From an optimization exercise on the open Yosys and OpenROAD flow, aimed at small area; shortcuts taken in it are not production practice.
In this exercise RTL edits were held to simulation tests only and were not proved equivalent to the original.
Power is estimated from default activity; no workload was simulated.

## Segway
module Segway(clk,RST_n,INERT_SS_n,INERT_MOSI,INERT_SCLK,
              INERT_MISO,INERT_INT,A2D_SS_n,A2D_MOSI,A2D_SCLK,
			  A2D_MISO,PWM1_lft,PWM2_lft,PWM1_rght,PWM2_rght,
			  OVR_I_lft,OVR_I_rght,piezo_n,piezo,RX);
clock: 12.0 ns
lec_check: 0
abc_area: 1
cap_margin: 20
core_margin: 2
core_utilization: 55
slew_margin: 20
standard.sh (not shown) runs the stock make flow with config.mk's settings and CLKGATE_MAP_FILE= SYNTH_SCRIPT=/design/flow/synth_recipe.tcl, a recipe that flattens the netlist after the stock synthesis.
==> flow/flow/run.sh <==
#!/bin/bash
set -euo pipefail
export FLOW_FLOW_DIR=$(cd "$(dirname "${BASH_SOURCE[0]}")" && pwd)
CTS_SIZE=${CTS_SIZE:-32}
CTS_DIAM=${CTS_DIAM:-90}
{ cat "$FLOW_FLOW_DIR/abc_override.tcl"; cat synth_recipe.tcl; } > my_synth.tcl
bash standard.sh SYNTH_SCRIPT=$PWD/my_synth.tcl \
  "SYNTH_OPERATIONS_ARGS=-extra-map $FLOW_FLOW_DIR/lcu_ripple.v" \
  ADDER_MAP_FILE= \
  "CTS_ARGS=-sink_clustering_enable -repair_clock_nets -sink_clustering_size $CTS_SIZE -sink_clustering_max_diameter $CTS_DIAM -buf_list sky130_fd_sc_hd__clkbuf_16 -dont_use_dummy_load" \
  "BUFFER_PORTS_ARGS=-buffer_cell sky130_fd_sc_hd__buf_1" \
  finish > flow.log 2>&1
==> flow/flow/abc_override.tcl <==
# Map with an area-oriented ABC script instead of the flow's default one.
# Only the combinational mapping changes; the registers are mapped before.
proc abc {args} {
  set i [lsearch -exact $args -script]
  if { $i >= 0 } {
    set args [lreplace $args [expr {$i + 1}] [expr {$i + 1}] $::env(FLOW_FLOW_DIR)/area.abc]
  }
  yosys abc {*}$args
}
==> flow/flow/area.abc <==
strash
dc2
dch -f
amap
strash
&get -n
&deepsyn -T 60
&put
dch -f
amap
topo
==> flow/flow/lcu_ripple.v <==
(* techmap_celltype = "$lcu" *)
module _80_lcu_ripple (P, G, CI, CO);
	parameter WIDTH = 2;
	(* force_downto *)
	input [WIDTH-1:0] P, G;
	input CI;
	(* force_downto *)
	output [WIDTH-1:0] CO;
	genvar i;
	generate for (i = 0; i < WIDTH; i = i + 1) begin : g
		if (i == 0)
			assign CO[i] = G[i] | (P[i] & CI);
		else
			assign CO[i] = G[i] | (P[i] & CO[i-1]);
	end endgenerate
endmodule
Then changed:
==> flow/flow/run.sh (replaced) <==
#!/bin/bash
set -euo pipefail
export FLOW_FLOW_DIR=$(cd "$(dirname "${BASH_SOURCE[0]}")" && pwd)
CTS_SIZE=${CTS_SIZE:-18}
CTS_DIAM=${CTS_DIAM:-70}
{ cat "$FLOW_FLOW_DIR/abc_override.tcl"; cat synth_recipe.tcl; } > my_synth.tcl
bash standard.sh SYNTH_SCRIPT=$PWD/my_synth.tcl \
  "SYNTH_OPERATIONS_ARGS=-extra-map $FLOW_FLOW_DIR/lcu_ripple.v" \
  ADDER_MAP_FILE= \
  "CTS_ARGS=-sink_clustering_enable -repair_clock_nets -sink_clustering_size $CTS_SIZE -sink_clustering_max_diameter $CTS_DIAM -buf_list sky130_fd_sc_hd__clkbuf_8 -dont_use_dummy_load" \
  "BUFFER_PORTS_ARGS=-buffer_cell sky130_fd_sc_hd__buf_1" \
  finish > flow.log 2>&1
==> flow/flow/area.abc (replaced) <==
strash
dc2
dch -f
amap
strash
dc2
dch -f
amap
topo
--- a/flow/config.mk
+++ b/flow/config.mk
@@ -10,3 +10,3 @@
 export CORE_MARGIN = 2
-export CORE_UTILIZATION = 55
+export CORE_UTILIZATION = 65
 export SLEW_MARGIN = 20
=>
- global-route usage goes up by 3.6 points
- routed wire length goes up by 0.43%
- sequential power goes down by about 5%
- hold slack hardly moves
- final area goes up by 2.7%
- utilization goes up by 11 points
- sequential share of layout area goes down by 1.0 points
- critical path depth goes up by 5
- register-to-register slack gets better by 0.02 ns

v13:
Starting RTL as in the previous note.
// Segway
module Segway(clk,RST_n,INERT_SS_n,INERT_MOSI,INERT_SCLK,
              INERT_MISO,INERT_INT,A2D_SS_n,A2D_MOSI,A2D_SCLK,
			  A2D_MISO,PWM1_lft,PWM2_lft,PWM1_rght,PWM2_rght,
			  OVR_I_lft,OVR_I_rght,piezo_n,piezo,RX);
Settings: LEC_CHECK=0, ABC_AREA=1, CAP_MARGIN=20, CORE_MARGIN=2, CORE_UTILIZATION=55, SLEW_MARGIN=20; clock period 12.0 ns.
==> flow/flow/run.sh <==
#!/bin/bash
set -euo pipefail
export FLOW_FLOW_DIR=$(cd "$(dirname "${BASH_SOURCE[0]}")" && pwd)
CTS_SIZE=${CTS_SIZE:-25}
CTS_DIAM=${CTS_DIAM:-80}
{ cat "$FLOW_FLOW_DIR/abc_override.tcl"; cat synth_recipe.tcl; } > my_synth.tcl
bash standard.sh SYNTH_SCRIPT=$PWD/my_synth.tcl \
  "SYNTH_OPERATIONS_ARGS=-extra-map $FLOW_FLOW_DIR/lcu_ripple.v" \
  ADDER_MAP_FILE= \
  "CTS_ARGS=-sink_clustering_enable -repair_clock_nets -sink_clustering_size $CTS_SIZE -sink_clustering_max_diameter $CTS_DIAM -buf_list sky130_fd_sc_hd__clkbuf_16 -dont_use_dummy_load" \
  "BUFFER_PORTS_ARGS=-buffer_cell sky130_fd_sc_hd__buf_1" \
  finish > flow.log 2>&1
==> flow/flow/area.abc <==
strash
dc2
dch -f
amap
strash
&get -n
&deepsyn -T 60
&put
dch -f
amap
topo
Scripts as last shown in full above: flow/flow/abc_override.tcl, flow/flow/lcu_ripple.v
--- input diff v13..v37 ---
--- a/flow/flow/run.sh
+++ b/flow/flow/run.sh
@@ -4,2 +4,2 @@
-CTS_SIZE=${CTS_SIZE:-25}
-CTS_DIAM=${CTS_DIAM:-80}
+CTS_SIZE=${CTS_SIZE:-18}
+CTS_DIAM=${CTS_DIAM:-70}
@@ -10 +10 @@
-  "CTS_ARGS=-sink_clustering_enable -repair_clock_nets -sink_clustering_size $CTS_SIZE -sink_clustering_max_diameter $CTS_DIAM -buf_list sky130_fd_sc_hd__clkbuf_16 -dont_use_dummy_load" \
+  "CTS_ARGS=-sink_clustering_enable -repair_clock_nets -sink_clustering_size $CTS_SIZE -sink_clustering_max_diameter $CTS_DIAM -buf_list sky130_fd_sc_hd__clkbuf_8 -dont_use_dummy_load" \
--- outcome ---
- From v13 to v37 the numbers moved as follows: data arrival time at the worst-slack endpoint climbed 0.16 ns; count of clock-buffer cells in the layout increased by 4 relative to the old numbers; time the final worst path needs with I/O delays and setup now larger; cell area now sits lower.
- Compare v37 and v13 | share of power burned in combinational logic higher: v37
- v13 has higher global routing met1 resource utilization than v37.
- [v37] worst path buffer plus inverter count rose 1 relative to v13
- v37 reached the final stage; the timing, DRC and antenna checks on its layout passed.
- Via count of the first global-routing pass of v37 is on par with v13.
- Compared with v13, v37 is more frugal on power.
- Between v13 and v37, the global-route usage does not differ in any meaningful way.
- Taking v13 as 1.0, v37 lands at 1.17 on number of buffers created by CTS.
--- input diff v37..v41 ---
--- a/flow/flow/area.abc
+++ b/flow/flow/area.abc
@@ -7 +7 @@
-&deepsyn -T 60
+&deepsyn -T 180
## What came out
v41 ends up with a post-synth net total that is 23 lower than in v37.
Via count (lower): v37
Critical path endpoint = iDRV.rght_mag[4]: v37; critical path endpoint = iDRV.rght_mag[5]: v41
Routed wire in v41 totals more than in v37.
Compared with v37, v41 supports a higher clock frequency.
Edits applied to the flow inputs when going from v41 to v50:
--- a/flow/flow/run.sh
+++ b/flow/flow/run.sh
@@ -4,2 +4,2 @@
-CTS_SIZE=${CTS_SIZE:-18}
-CTS_DIAM=${CTS_DIAM:-70}
+CTS_SIZE=${CTS_SIZE:-16}
+CTS_DIAM=${CTS_DIAM:-60}
--- a/flow/flow/area.abc
+++ b/flow/flow/area.abc
@@ -7 +7 @@
-&deepsyn -T 180
+&deepsyn -T 60
Notes after the runs:
[v50] post-route minimum period fell 0.056 ns relative to v41
Utilization delta (v50 -> v41): insignificant
v50 vs. v41: synthesized cell count went up by 23.
Number of nets in the layout ended up about 0.8% higher on v50 than on v41.
Setup changes, v50 to v49
--- a/flow/flow/run.sh
+++ b/flow/flow/run.sh
@@ -4,2 +4,2 @@
-CTS_SIZE=${CTS_SIZE:-16}
-CTS_DIAM=${CTS_DIAM:-60}
+CTS_SIZE=${CTS_SIZE:-18}
+CTS_DIAM=${CTS_DIAM:-70}
==> run summary <==
Between v50 and v49, the average wire length per cell after detail routing is lower for v49. Between v49 and v50, the first-pass GRT wire length figures differ only marginally. Of v50 and v49, the higher total power after layout belongs to v50. Looking at met1 usage in global routing across v50 and v49, the one that comes out lower is v50.
